From an optimization exercise on the open Yosys and OpenROAD flow, aimed at small area, a short achievable clock period and few clock cycles per item; shortcuts taken in it are not production practice. In this exercise RTL edits were held to simulation tests only and were not proved equivalent to the original.

==> flow/design.v (outline; a module is shown in full before it is edited, if it fits) <==
// module lms_core: 4658 lines
// module lms_gp: 11 lines
// module lms_g: 8 lines
// module lms_fa: 10 lines
module lms_core #(
    parameter WIDTH = 16,
    parameter FRAC  = 8
)(
    input wire clk,
    input wire rst,
    input wire start,
    input wire signed [WIDTH-1:0] x_in,
    input wire signed [WIDTH-1:0] d_in,
    output wire signed [WIDTH-1:0] y_out,
    output wire signed [WIDTH-1:0] e_out,
    output reg done
);
  // ...
==> flow/run.sh <==
#!/bin/bash
# synth_recipe.tcl (not shown) runs the flow's synth.tcl, then flattens the netlist and writes it again
# the make line also repeats each setting of config.mk as NAME=value (left out here)
make -C /OpenROAD-flow-scripts/flow DESIGN_CONFIG=/design/flow/config.mk WORK_HOME=/design/flow/orfs CLKGATE_MAP_FILE= SYNTH_SCRIPT=/design/flow/synth_recipe.tcl finish
==> flow/config.mk <==
export PLATFORM = sky130hd
export DESIGN_NAME = lms_core
export DESIGN_NICKNAME = lms_core
export VERILOG_FILES = /design/flow/design.v
export SDC_FILE = /design/flow/constraint.sdc
export NUM_CORES = 4
export LEC_CHECK = 0
export CAP_MARGIN = 20
export CORE_MARGIN = 2
export CORE_UTILIZATION = 55
export CTS_BUF_LIST = sky130_fd_sc_hd__clkbuf_4 sky130_fd_sc_hd__clkbuf_8
export GPL_ROUTABILITY_DRIVEN = 0
export SETUP_SLACK_MARGIN = 2.75
export SLEW_MARGIN = 20
export SYNTH_HIERARCHICAL = 1
export SYNTH_MINIMUM_KEEP_SIZE = 0
export TNS_END_PERCENT = 10
==> flow/constraint.sdc <==
create_clock -name core_clock -period 8.0 [get_ports {clk}]
set_input_delay 1.6000 -clock core_clock [delete_from_list [all_inputs] [get_ports {clk}]]
set_output_delay 1.6000 -clock core_clock [all_outputs]
set_load 0.01 [all_outputs]
==> impl_metrics.csv, run 1 <==
group,metric,value,unit
run_status,status,"finished clean",
sta,setup_viol,0,
routing,route.met3.wl,14900,um
global_route,grt_busiest_layer,"met2",
logic_synthesis,synth_top_family_by_area,"adder cells",
sta,setup_slack,2.56,ns
layout,multi_input_area_share,73.6,%
logic_synthesis,synth.area.mux_share,12.7,%
sta,tightestPinTransition,1.01,ns
global_route,grtUsageMet2,55.3,%
die,initial_core_util,55.4,%
layout,multi_input_cells,4349,
clock_tree,clk_pin_slew_worst_paths,0.05,ns
clock_tree,clockBufferDepth,3,
sta,fin_skew,0.0722,ns
routing,drtPass1Iterations,5,
layout,largestRegisters,"acc_a x25, acc_b x24",
critical_path,worstPathCellList,"mux2i_1 -> xnor2_1 -> ha_1 -> fa_1 -> fa_1 -> fa_1 -> fa_1 -> fa_1 -> fa_1 -> fa_1 -> fa_1",
critical_path,cp.depth,11,
die,nWellTaps,1276,
routing,drc,0,
global_route,grtUsageTotal,35.3,%
layout,layout_commonest_cell,"xnor2_1",
layout,area_growth,8.89,%
logic_synthesis,yosysMostFrequentCell,"xnor2_1",
layout,multi_input_area,42800,sq um
placed_design,dp_hpwl,138000,um
layout,largest_class,"multi-input combinational cells",
global_route,grt_pass1_vias,38939,
sta,finalMaxSlewViolations,0,
layout,final_cell_mix,"xnor2_1 (762), mux2i_1 (662), fa_1 (546)",
critical_path,critPathKind,"reg -> reg",
sta,fmax,184,MHz
critical_path,worst-path-max-fanout,9,
global_route,grtUsageMet3,8.57,%
routing,routed_wl,175000,um
layout,design_area,58100,sq um
Testbench counts, summed over its fixed seeds: cycles 6,144, items 2,048.
==> run 2, diff against run 1 <==
--- a/flow/config.mk
+++ b/flow/config.mk
@@ -7,9 +7,8 @@
 export LEC_CHECK = 0
 export CAP_MARGIN = 20
 export CORE_MARGIN = 2
-export CORE_UTILIZATION = 55
+export CORE_UTILIZATION = 65
 export CTS_BUF_LIST = sky130_fd_sc_hd__clkbuf_4 sky130_fd_sc_hd__clkbuf_8
-export GPL_ROUTABILITY_DRIVEN = 0
 export SETUP_SLACK_MARGIN = 2.75
 export SLEW_MARGIN = 20
 export SYNTH_HIERARCHICAL = 1
==> run 2 against run 1 <==
Net effect: via count grew 2.0%; die area shrank 15%; clock-buffer cell count shrank 11; global-route usage grew 4.7 points; wire length shrank 3.1%; utilization grew 11 points; critical endpoint is now acc_b[18]$_DFF_P_; largest cell class unchanged.
==> impl_metrics.csv, run 2 <==
group,metric,value,unit
run_status,status,"finished clean",
logic_synthesis,yosysWarnings,7,
die,die_area,84400,sq um
logic_synthesis,syn_area_per_cell,10.0,sq um
critical_path,cp.required,8.60,ns
routing,routedWlPerCell,26.4,um
die,core-area,81700,sq um
sta,tightestPinTransition,1.04,ns
layout,final-seq-area,8950,sq um
critical_path,worst-path-max-fanout,10,
global_route,grt_pass1_wl,251000,um
critical_path,r2r_start,"u3[6]$_SDFF_PP0_",
layout,multi_input_area,42800,sq um
sta,setup_tns,0,ns
routing,drtPass1Iterations,6,
critical_path,rr_worst_depth,14,
logic_synthesis,synthTopCellsByArea,"fa_1 (21%), dfxtp_1 (16%), xnor2_1 (13%)",
layout,nNetsFinal,6364,
sta,period_share,68.1,%
die,die_y,291,um
die,initial_core_util,65.3,%
layout,largestRegisters,"acc_a x25, acc_b x24",
sta,finalMaxSlewViolations,0,
sta,holdWs,0.455,ns
logic_synthesis,syn_inst,5332,
hold_path,hold_depth,1,
sta,fmax,184,MHz
critical_path,end_kind,"register",
routing,vias,39123,
clock_tree,cts_root_buf,"clkbuf_8",
clock_tree,cts_made_buffers,83,
layout,area_growth,8.92,%
logic_synthesis,synth_cell_type_count,59,
layout,top_register,"acc_a",
die,die_w,291,um
logic_synthesis,synth_top_area_share,21.3,%
placed_design,dp_hpwl,132000,um
global_route,grt_max_degree,128,
layout,drive_gt1_share,11.4,%
critical_path,timing.rr.end,"acc_b[18]$_DFF_P_",
layout,instances_no_fill,6434,
logic_synthesis,synth.top_cells.by_count,"xnor2_1 (770), mux2i_1 (668), fa_1 (568), a21o_1 (546), ha_1 (464)",
critical_path,critPathKind,"reg -> reg",
run,drv_cap,0,
hold_path,min_path_type,"reg -> reg",
critical_path,crit_path_start_kind,"register",
placed_design,io_buffers,67,
critical_path,max_stage_delay,0.77,ns
critical_path,worst_path_max_delay_cell,"dfxtp_1",
layout,final_cell_mix,"xnor2_1 (764), mux2i_1 (659), fa_1 (547)",
layout,fillCellCount,6314,
logic_synthesis,synth-edff-count,16,
critical_path,critPathArrivalTime,6.05,ns
logic_synthesis,yosysMostFrequentCell,"xnor2_1",
placed_design,placed_cells,6152,
logic_synthesis,synth-seq-cells,431,
sta,fin_skew,0.0671,ns
placed_design,place.gp.congestion,0.974,
sta,grt_setup_unrepaired,"true",
routing,drc,0,
die,std_cell_rows,105,
clock_tree,tritoncts_num_sinks,431,
routing,routed_wl,170000,um
logic_synthesis,syn_area,53400,sq um
routing,ant_nets,0,
layout,largest_reg_flops,25,
sta,setup_viol,0,
clock_tree,cts_hold_buf,0,
clock_tree,clock_latency,0.78,ns
clock_tree,clockBufferDepth,3,
routing,vias_per_cell,6.08,
routing,drt_iter0_markers,3155,
global_route,grt_antenna_before_repair,5,
logic_synthesis,seq_area_frac_synth,16.5,%
global_route,grt_pass1_vias,40215,
layout,layout_commonest_cell,"xnor2_1",
clock_tree,htree_num_levels,3,
logic_synthesis,synth_top_area_cell,"fa_1",
global_route,grtUsageTotal,40.0,%
clock_tree,cts_tree,"built",
critical_path,cp_common_cell,"fa_1",
critical_path,regToRegSetupSlack,2.55,ns
logic_synthesis,async_flop_share,0,%
global_route,gr-total-overflow,0,
clock_tree,clk_pin_slew_worst_paths,0.07,ns
die,io_pins,68,
sta,layout_min_cycle_time,5.45,ns
logic_synthesis,ys.flop_type,"dfxtp_1",
sta,finalHoldViolCount,0,
sta,relSlewSlack,30.4,%
hold_path,worstHoldEndpoint,"done$_SDFF_PP0_",
critical_path,worstPathCellList,"mux2i_1 -> xnor2_1 -> fa_1 -> fa_1 -> or2_2 -> and2_1 -> and2_1 -> a21o_1 -> a21o_1 -> nand2_1 -> fa_1 -> fa_2 -> fa_1 -> fa_1",
hold_path,hold_start,"ph2$_SDFF_PP0_",
## run 2: repair_timing
action	in CTS	in global routing
resized for setup	110	97
pin swaps	24	24
setup buffers	48	75
endpoints found under the setup margin	151	63
gates cloned	5	2
## run 2: critical path, delay by kind of cell, from the launching register on
family          cells  cell delay [ns]
mux                 1             0.20
flops               1             0.77
fa+ha+maj           6             2.84
compound gates      2             0.48
xor+xnor            1             0.20
simple gates        4             0.76
## run 2: modules after synthesis, one instance, submodules excluded
module	flip-flops and latches	times used	area, sq um
lms_core	431	1	36200
lms_fa	0	560	20.0
lms_g	0	230	7.51
lms_gp	0	309	13.8
## run 2: logic make-up (layout without fill, tap and decap cells)
group,Yosys count,count (layout),synth area share (%)
other,2,8,0.0141
multiplexers,675,675,12.7
XOR/XNOR,906,906,14.9
AND/OR/NAND/NOR,1050,1052,10.3
AO/OA/AOI/OAI,681,682,9.23
buffers and inverters,555,578,4.17
adder cells (fa/ha/maj),1032,1032,32.2
flip-flops,431,431,16.5
## run 2: final cells by class
type                       instances  share of cell area (%)
timing repair buffer             256                    4.41
sequential                       431                    15.4
antenna                            4                  0.0172
clock buffer                     122                    2.63
multi-input combinational       4351                    73.6
inverter                         174                    1.15
clock inverter                    26                   0.523
tap                             1070                    2.30
## run 2: how the worst max path moves through the flow
| stage | from | endpoint | slack [ns] | cells past startpoint |
|---|---|---|---|---|
| final | u3[6]$_SDFF_PP0_ | acc_b[18]$_DFF_P_ | 2.55 | 14 |
| after global routing | eq2_0$_DFF_P_ | acc_b[18]$_DFF_P_ | 2.51 | 16 |
| after CTS | ng2_2$_DFF_P_ | acc_b[18]$_DFF_P_ | 2.55 | 15 |
| after detailed placement | acc_a[1]$_DFF_P_ | v3[15]$_SDFF_PP0_ | 1.64 | 23 |
| after global placement | acc_a[1]$_DFF_P_ | v3[15]$_SDFF_PP0_ | 1.79 | 23 |
| after floorplan | eq2_2$_DFF_P_ | acc_b[10]$_DFF_P_ | 2.70 | 12 |
## run 2: routing by layer
layer,GRT usage (%),share of wire [%]
met5,0,0.014
met4,20.7,6.4
met3,12.2,11
met2,62.0,43
met1,50.5,40
## run 2: per-stage QoR
step	setup WS [ns]	util (%)	cell area, sq um
after floorplan	2.70	-	53400
after global placement	1.79	66.5	54400
after detailed placement	1.64	66.5	54400
after CTS	2.55	70.0	57200
after global routing	2.51	71.1	58100
final	2.55	71.1	58100
==> run 3, diff against run 2 <==
--- a/flow/config.mk
+++ b/flow/config.mk
@@ -7,7 +7,7 @@
 export LEC_CHECK = 0
 export CAP_MARGIN = 20
 export CORE_MARGIN = 2
-export CORE_UTILIZATION = 65
+export CORE_UTILIZATION = 50
 export CTS_BUF_LIST = sky130_fd_sc_hd__clkbuf_4 sky130_fd_sc_hd__clkbuf_8
 export SETUP_SLACK_MARGIN = 2.75
 export SLEW_MARGIN = 20
==> run 3 against run 2 <==
Net effect: register-to-register slack gained 0.09 ns; die area grew 30%; clock-buffer cell count grew 10; cell area grew 0.33%; global-route usage shrank 8.0 points; setup slack gained 0.085 ns; wire length grew 2.5%; via count shrank 2.5%; maximum frequency grew 1.6%; clock skew shrank 0.0066 ns; synthesized cell count is the same; critical endpoint is now acc_b[20]$_DFF_P_; highest routed layer is now met4.
==> impl_metrics.csv, run 3 <==
group,metric,value,unit
critical_path,cp_common_cell,"fa_1",
sta,finalHoldViolCount,0,
critical_path,end_kind,"register",
routing,routed_wl,174000,um
layout,area_growth,9.28,%
logic_synthesis,synth_top_area_share,21.3,%
clock_tree,clk_pin_slew_worst_paths,0.07,ns
critical_path,worst-path-max-fanout,3,
clock_tree,cts_tree,"built",
logic_synthesis,syn_area,53400,sq um
hold_path,min_path_type,"reg -> reg",
routing,drc,0,
layout,top_register,"acc_a",
sta,finalMaxSlewViolations,0,
layout,final-seq-area,8990,sq um
routing,ant_nets,0,
critical_path,timing.rr.end,"acc_b[20]$_DFF_P_",
layout,final_cell_mix,"xnor2_1 (763), mux2i_1 (659), a21o_1 (534), fa_1 (534), ha_1 (462)",
critical_path,worst_path_max_delay_cell,"fa_1",
run_status,status,"finished clean",
critical_path,crit_end,"acc_b[20]$_DFF_P_",
run,drv_cap,0,
sta,relSlewSlack,37.4,%
logic_synthesis,seq_area_frac_synth,16.5,%
routing,drt_iter0_markers,3126,
logic_synthesis,synth_top_area_cell,"fa_1",
critical_path,crit_start,"ng4_0$_DFF_P_",
critical_path,critPathArrivalTime,6.03,ns
die,die_w,331,um
logic_synthesis,synth_cell_type_count,59,
layout,nNetsFinal,6325,
critical_path,crit_path_start_kind,"register",
logic_synthesis,synth.top_cells.by_count,"xnor2_1 (770), mux2i_1 (668), fa_1 (568), a21o_1 (546), ha_1 (464)",
critical_path,critPathKind,"reg -> reg",
placed_design,place.gp.congestion,0.946,
placed_design,dp_hpwl,136000,um
critical_path,path_buf_inv,1,
clock_tree,clock_latency,0.80,ns
global_route,grt_pass1_wl,256000,um
layout,largestRegisters,"acc_a x25, acc_b x24",
global_route,grtUsageTotal,32.0,%
critical_path,regToRegSetupSlack,2.64,ns
global_route,gr-total-overflow,0,
layout,fillCellCount,9389,
routing,vias,38133,
logic_synthesis,async_flop_share,0,%
logic_synthesis,synth-edff-count,16,
layout,largest_reg_flops,25,
routing,drtPass1Iterations,5,
sta,fin_skew,0.0605,ns
sta,tightestPinTransition,0.938,ns
clock_tree,cts_root_buf,"clkbuf_8",
global_route,grt_antenna_before_repair,2,
logic_synthesis,syn_area_per_cell,10.0,sq um
sta,layout_min_cycle_time,5.36,ns
die,initial_core_util,50.6,%
critical_path,cp.depth,15,
global_route,grt_max_degree,109,
critical_path,r2r_start,"ng4_0$_DFF_P_",
critical_path,max_stage_delay,0.52,ns
routing,vias_per_cell,5.67,
sta,grt_setup_unrepaired,"true",
sta,fmax,186,MHz
logic_synthesis,synthTopCellsByArea,"fa_1 (21%), dfxtp_1 (16%), xnor2_1 (13%)",
clock_tree,htree_num_levels,3,
routing,routedWlPerCell,25.9,um
critical_path,worstPathCellList,"buf_4 -> fa_1 -> fa_1 -> fa_1 -> fa_1 -> or2_2 -> a21o_1 -> a21o_1 -> a21o_4 -> a21o_1 -> nand2_1 -> fa_1 -> fa_1 -> fa_1 -> fa_1",
critical_path,crit_family,"adder cells",
placed_design,io_buffers,67,
critical_path,cp.required,8.66,ns
clock_tree,cts_made_buffers,83,
critical_path,rr_worst_depth,15,
logic_synthesis,ys.flop_type,"dfxtp_1",
layout,multi_input_area,42800,sq um
sta,setup_tns,0,ns
sta,holdWs,0.436,ns
logic_synthesis,yosysWarnings,7,
global_route,grt_pass1_vias,39054,
layout,layout_commonest_cell,"xnor2_1",
die,io_pins,68,
layout,drive_gt1_share,11.2,%
logic_synthesis,syn_inst,5332,
logic_synthesis,yosysMostFrequentCell,"xnor2_1",
sta,setup_viol,0,
die,std_cell_rows,119,
die,die_area,109000,sq um
die,die_y,331,um
die,core-area,106000,sq um
clock_tree,tritoncts_num_sinks,431,
logic_synthesis,synth-seq-cells,431,
sta,period_share,67.0,%
clock_tree,clockBufferDepth,3,
run 3: metrics by stage:
stage / util (%) / instances / cell area, sq um / worst slack [ns]
floorplan: - / 5334 / 53400 / 2.70
global placement: 51.8 / 6464 / 54700 / 1.96
detailed placement: 51.8 / 6464 / 54700 / 1.85
CTS: 54.6 / 6673 / 57700 / 2.59
global route: 55.3 / 6719 / 58300 / 2.53
finish: 55.3 / 6720 / 58300 / 2.64
run 3: final cells by class:
cell class,count,share of cell area (%)
flip-flops and latches,431,15.4
clock inverters,21,0.495
multi-input cells,4348,73.3
repair inverters,1,0.00858
clock buffers,132,2.81
diodes,3,0.0129
repair buffers,219,3.81
inverters,174,1.15
well taps,1391,2.98
run 3: worst min-delay path by stage:
stage | start | endpoint | slack, ns | depth (start not counted)
floorplan | ph2$_SDFF_PP0_ | done$_SDFF_PP0_ | 0.41 | 1
global placement | ph2$_SDFF_PP0_ | done$_SDFF_PP0_ | 0.43 | 1
detailed placement | ph2$_SDFF_PP0_ | done$_SDFF_PP0_ | 0.43 | 1
CTS | ph2$_SDFF_PP0_ | done$_SDFF_PP0_ | 0.44 | 1
global route | ph2$_SDFF_PP0_ | done$_SDFF_PP0_ | 0.46 | 1
finish | ph2$_SDFF_PP0_ | done$_SDFF_PP0_ | 0.44 | 1
run 3: what timing repair did:
item | 4_1_cts | 5_1_grt
cloned | 4 | 2
pin swaps | 27 | 25
hold buffers | 0 | 0
buffers inserted | 52 | 42
resized for setup | 123 | 89
setup endpoints to repair | 148 | 60
run 3: Yosys stat by module (local to each module, per instance):
module    cells inside  cell area [sq um]  copies in the design
lms_gp               2               13.8                   309
lms_fa               1               20.0                   560
lms_core          3924              36200                     1
lms_g                1               7.51                   230
run 3: kinds of logic after synthesis:
group                      share of synthesized area, %
xor gates and xnor gates                           14.9
muxes                                              12.7
DFF                                                16.5
AOI/OAI and AO/OA                                  9.23
and+or+nand+nor                                    10.3
buffers and inverters                              4.17
adders and majority gates                          32.2
other                                            0.0141
run 3: routing by layer:
metal	part of all wire, %	track usage [%]	vias to the layer above
li1	-	-	17368
met1	43	42.4	18906
met2	44	50.5	1450
met3	8.0	6.94	409
met4	5.1	13.7	0
met5	0	0	-
==> run 4, diff against run 3 <==
--- a/flow/config.mk
+++ b/flow/config.mk
@@ -7,9 +7,9 @@
 export LEC_CHECK = 0
 export CAP_MARGIN = 20
 export CORE_MARGIN = 2
-export CORE_UTILIZATION = 50
+export CORE_UTILIZATION = 55
 export CTS_BUF_LIST = sky130_fd_sc_hd__clkbuf_4 sky130_fd_sc_hd__clkbuf_8
-export SETUP_SLACK_MARGIN = 2.75
+export SETUP_SLACK_MARGIN = 2.6
 export SLEW_MARGIN = 20
 export SYNTH_HIERARCHICAL = 1
 export SYNTH_MINIMUM_KEEP_SIZE = 0
==> run 4 against run 3 <==
Net effect: highest routed layer unchanged; sequential share of layout area about the same; synthesized cell count unchanged; sequential cell count did not move; cell area shrank 0.27%; utilization up 5.1 points; critical path depth unchanged; largest cell class unchanged; hold slack improved by 0.0011 ns; critical path type unchanged; maximum frequency down 3.2%; wire length grew 1.7%.
==> impl_metrics.csv, run 4 <==
group,metric,value,unit
layout,drive_gt1_share,11.3,%
logic_synthesis,synth_top_area_cell,"fa_1",
clock_tree,clk_pin_slew_worst_paths,0.06,ns
layout,top_register,"acc_a",
sta,relSlewSlack,30.3,%
critical_path,rr_worst_depth,15,
critical_path,crit_start,"ng3_1$_DFF_P_",
layout,final_cell_mix,"xnor2_1 (764), mux2i_1 (662), a21o_1 (538), fa_1 (538), ha_1 (463)",
critical_path,end_kind,"register",
sta,tightestPinTransition,1.05,ns
logic_synthesis,ys.flop_type,"dfxtp_1",
routing,routedWlPerCell,26.7,um
layout,layout_commonest_cell,"xnor2_1",
placed_design,place.gp.congestion,0.983,
critical_path,critPathArrivalTime,6.19,ns
critical_path,worst-path-max-fanout,3,
layout,fillCellCount,8479,
layout,largest_reg_flops,25,
critical_path,r2r_start,"ng3_1$_DFF_P_",
global_route,gr-total-overflow,0,
logic_synthesis,seq_area_frac_synth,16.5,%
critical_path,regToRegSetupSlack,2.46,ns
critical_path,crit_path_start_kind,"register",
routing,vias,38373,
layout,area_growth,8.98,%
layout,largestRegisters,"acc_a x25, acc_b x24",
placed_design,place_area,54600,sq um
critical_path,timing.rr.end,"acc_b[19]$_DFF_P_",
global_route,grtUsageTotal,35.6,%
logic_synthesis,yosysMostFrequentCell,"xnor2_1",
sta,setup_viol,0,
die,core-area,96400,sq um
logic_synthesis,synthTopCellsByArea,"fa_1 (21%), dfxtp_1 (16%), xnor2_1 (13%)",
logic_synthesis,syn_area_per_cell,10.0,sq um
critical_path,critPathKind,"reg -> reg",
sta,layout_min_cycle_time,5.54,ns
hold_path,min_path_type,"reg -> reg",
sta,fin_skew,0.0587,ns
global_route,grt_antenna_before_repair,3,
logic_synthesis,async_flop_share,0,%
routing,drt_iter0_markers,3288,
run,drv_cap,0,
sta,grt_setup_unrepaired,"true",
logic_synthesis,yosysWarnings,7,
routing,vias_per_cell,5.80,
logic_synthesis,synth_cell_type_count,59,
clock_tree,cts_root_buf,"clkbuf_8",
logic_synthesis,syn_area,53400,sq um
die,die_w,316,um
die,die_y,316,um
hold_path,hold_start,"ph2$_SDFF_PP0_",
global_route,grt_pass1_wl,258000,um
placed_design,dp_hpwl,139000,um
sta,setup_tns,0,ns
die,die_area,99600,sq um
clock_tree,cts_made_buffers,83,
die,io_pins,68,
clock_tree,clockBufferDepth,3,
sta,finalMaxSlewViolations,0,
routing,drtPass1Iterations,5,
layout,multi_input_area,42700,sq um
die,initial_core_util,55.4,%
logic_synthesis,syn_inst,5332,
routing,ant_nets,0,
placed_design,placed_cells,6358,
die,std_cell_rows,114,
critical_path,crit_end,"acc_b[19]$_DFF_P_",
critical_path,cp.required,8.65,ns
placed_design,io_buffers,67,
routing,drc,0,
global_route,grt_max_degree,147,
sta,setup_slack,2.46,ns
layout,nNetsFinal,6347,
layout,final-seq-area,8980,sq um
sta,period_share,69.2,%
global_route,grt_pass1_vias,38897,
clock_tree,clock_latency,0.82,ns
layout,instances_no_fill,6618,
clock_tree,cts_tree,"built",
run_status,status,"finished clean",
logic_synthesis,synth-edff-count,16,
logic_synthesis,synth-seq-cells,431,
layout,design_area,58200,sq um
clock_tree,htree_num_levels,3,
sta,fmax,181,MHz
routing,routed_wl,177000,um
logic_synthesis,synth.top_cells.by_count,"xnor2_1 (770), mux2i_1 (668), fa_1 (568), a21o_1 (546), ha_1 (464)",
sta,finalHoldViolCount,0,
clock_tree,tritoncts_num_sinks,431,
placed_design,dp_slack,1.55,ns
logic_synthesis,synth_top_area_share,21.3,%
-- run 4: repair_timing --
action | 4_1_cts | 5_1_grt
setup buffers | 24 | 87
gates cloned | 2 | 0
endpoints found under the setup margin | 152 | 52
resized for setup | 98 | 112
hold buffers | 0 | 0
pin swaps | 21 | 10
-- run 4: how the worst min path moves through the flow --
stage                      endpoint  slack (ns)  depth (start not counted)
global placement    done$_SDFF_PP0_        0.42                          1
finish              done$_SDFF_PP0_        0.44                          1
detailed placement  done$_SDFF_PP0_        0.43                          1
floorplan           done$_SDFF_PP0_        0.41                          1
global route        done$_SDFF_PP0_        0.46                          1
CTS                 done$_SDFF_PP0_        0.44                          1
-- run 4: through the flow --
stage | util [%] | hold slack, ns
after CTS | 59.3 | 0.441
after floorplan | - | 0.414
after detailed placement | 56.7 | 0.427
after global placement | 56.7 | 0.419
after global routing | 60.3 | 0.463
final | 60.3 | 0.438
-- run 4: cell type report --
type                    count  share of cell area, %
multi-input cells        4348                   73.3
flip-flops and latches    431                   15.4
repair buffers            241                   4.06
clock buffers             130                   2.76
well taps                1276                   2.74
inverters                 174                   1.15
clock inverters            15                  0.484
repair inverters            1                0.00860
diodes                      2                0.00860
-- run 4: cell families (layout without fill, tap and decap cells) --
family,after synthesis,in the layout,share of synthesized area (%)
DFF,431,431,16.5
muxes,675,675,12.7
AOI/OAI and AO/OA,681,681,9.23
xor gates and xnor gates,906,906,14.9
buffers and inverters,555,561,4.17
adders and majority gates,1032,1032,32.2
and+or+nand+nor,1050,1050,10.3
other,2,6,0.0141
-- run 4: per-layer routing --
metal | GRT usage (%) | vias up | wire (um)
li1 | - | 17415 | -
met1 | 46.9 | 18968 | 75300
met2 | 56.1 | 1528 | 78100
met3 | 7.77 | 462 | 14000
met4 | 16.1 | 0 | 9450
met5 | 0 | - | 0
-- run 4: Yosys stat by module, one instance, submodules excluded --
module | flops+latches | times used
lms_core | 431 | 1
lms_fa | 0 | 560
lms_g | 0 | 230
lms_gp | 0 | 309
-- run 4: critical path, cell delays in order (launching register included) --
cell and delay [ns]:
dfxtp_1 0.33, buf_12 0.14, fa_1 0.47, fa_2 0.38
fa_1 0.46, fa_1 0.53, or2_2 0.29, a21o_1 0.19
a21o_1 0.26, a21o_1 0.27, a21o_1 0.25, nand2_2 0.09
fa_1 0.42, fa_2 0.36, fa_1 0.52, fa_1 0.42

static timing again, ports no longer ideal:
No port has a modelled driver above. Below, the same layouts with a new extraction and two added sets of constraints.
Step 1, drivers: a clkbuf_16 drives clk and a buf_2 each remaining input, both assumed.
Step 2 also shifts input and output timing later by t, the mid clock arrival at the registers, as if the neighbouring blocks saw the same clock.
Three values: ideal, step 1, step 2; two values: the first two.
run | t (ns) | slack for setup (ns) | hold WS [ns] | worst setup path at the end
run 1 | 0.810 | 2.564 / 2.564 / 2.564 | 0.432 / 0.432 / 0.432 | register to register
run 2 | 0.804 | 2.551 / 2.551 / 2.551 | 0.455 / 0.455 / 0.455 | register to register
run 3 | 0.833 | 2.637 / 2.637 / 2.637 | 0.436 / 0.436 / 0.436 | register to register
run 4 | 0.857 | 2.460 / 2.448 / 2.460 | 0.438 / 0.438 / 0.438 | register to register
After both steps every run listed still meets setup and hold.
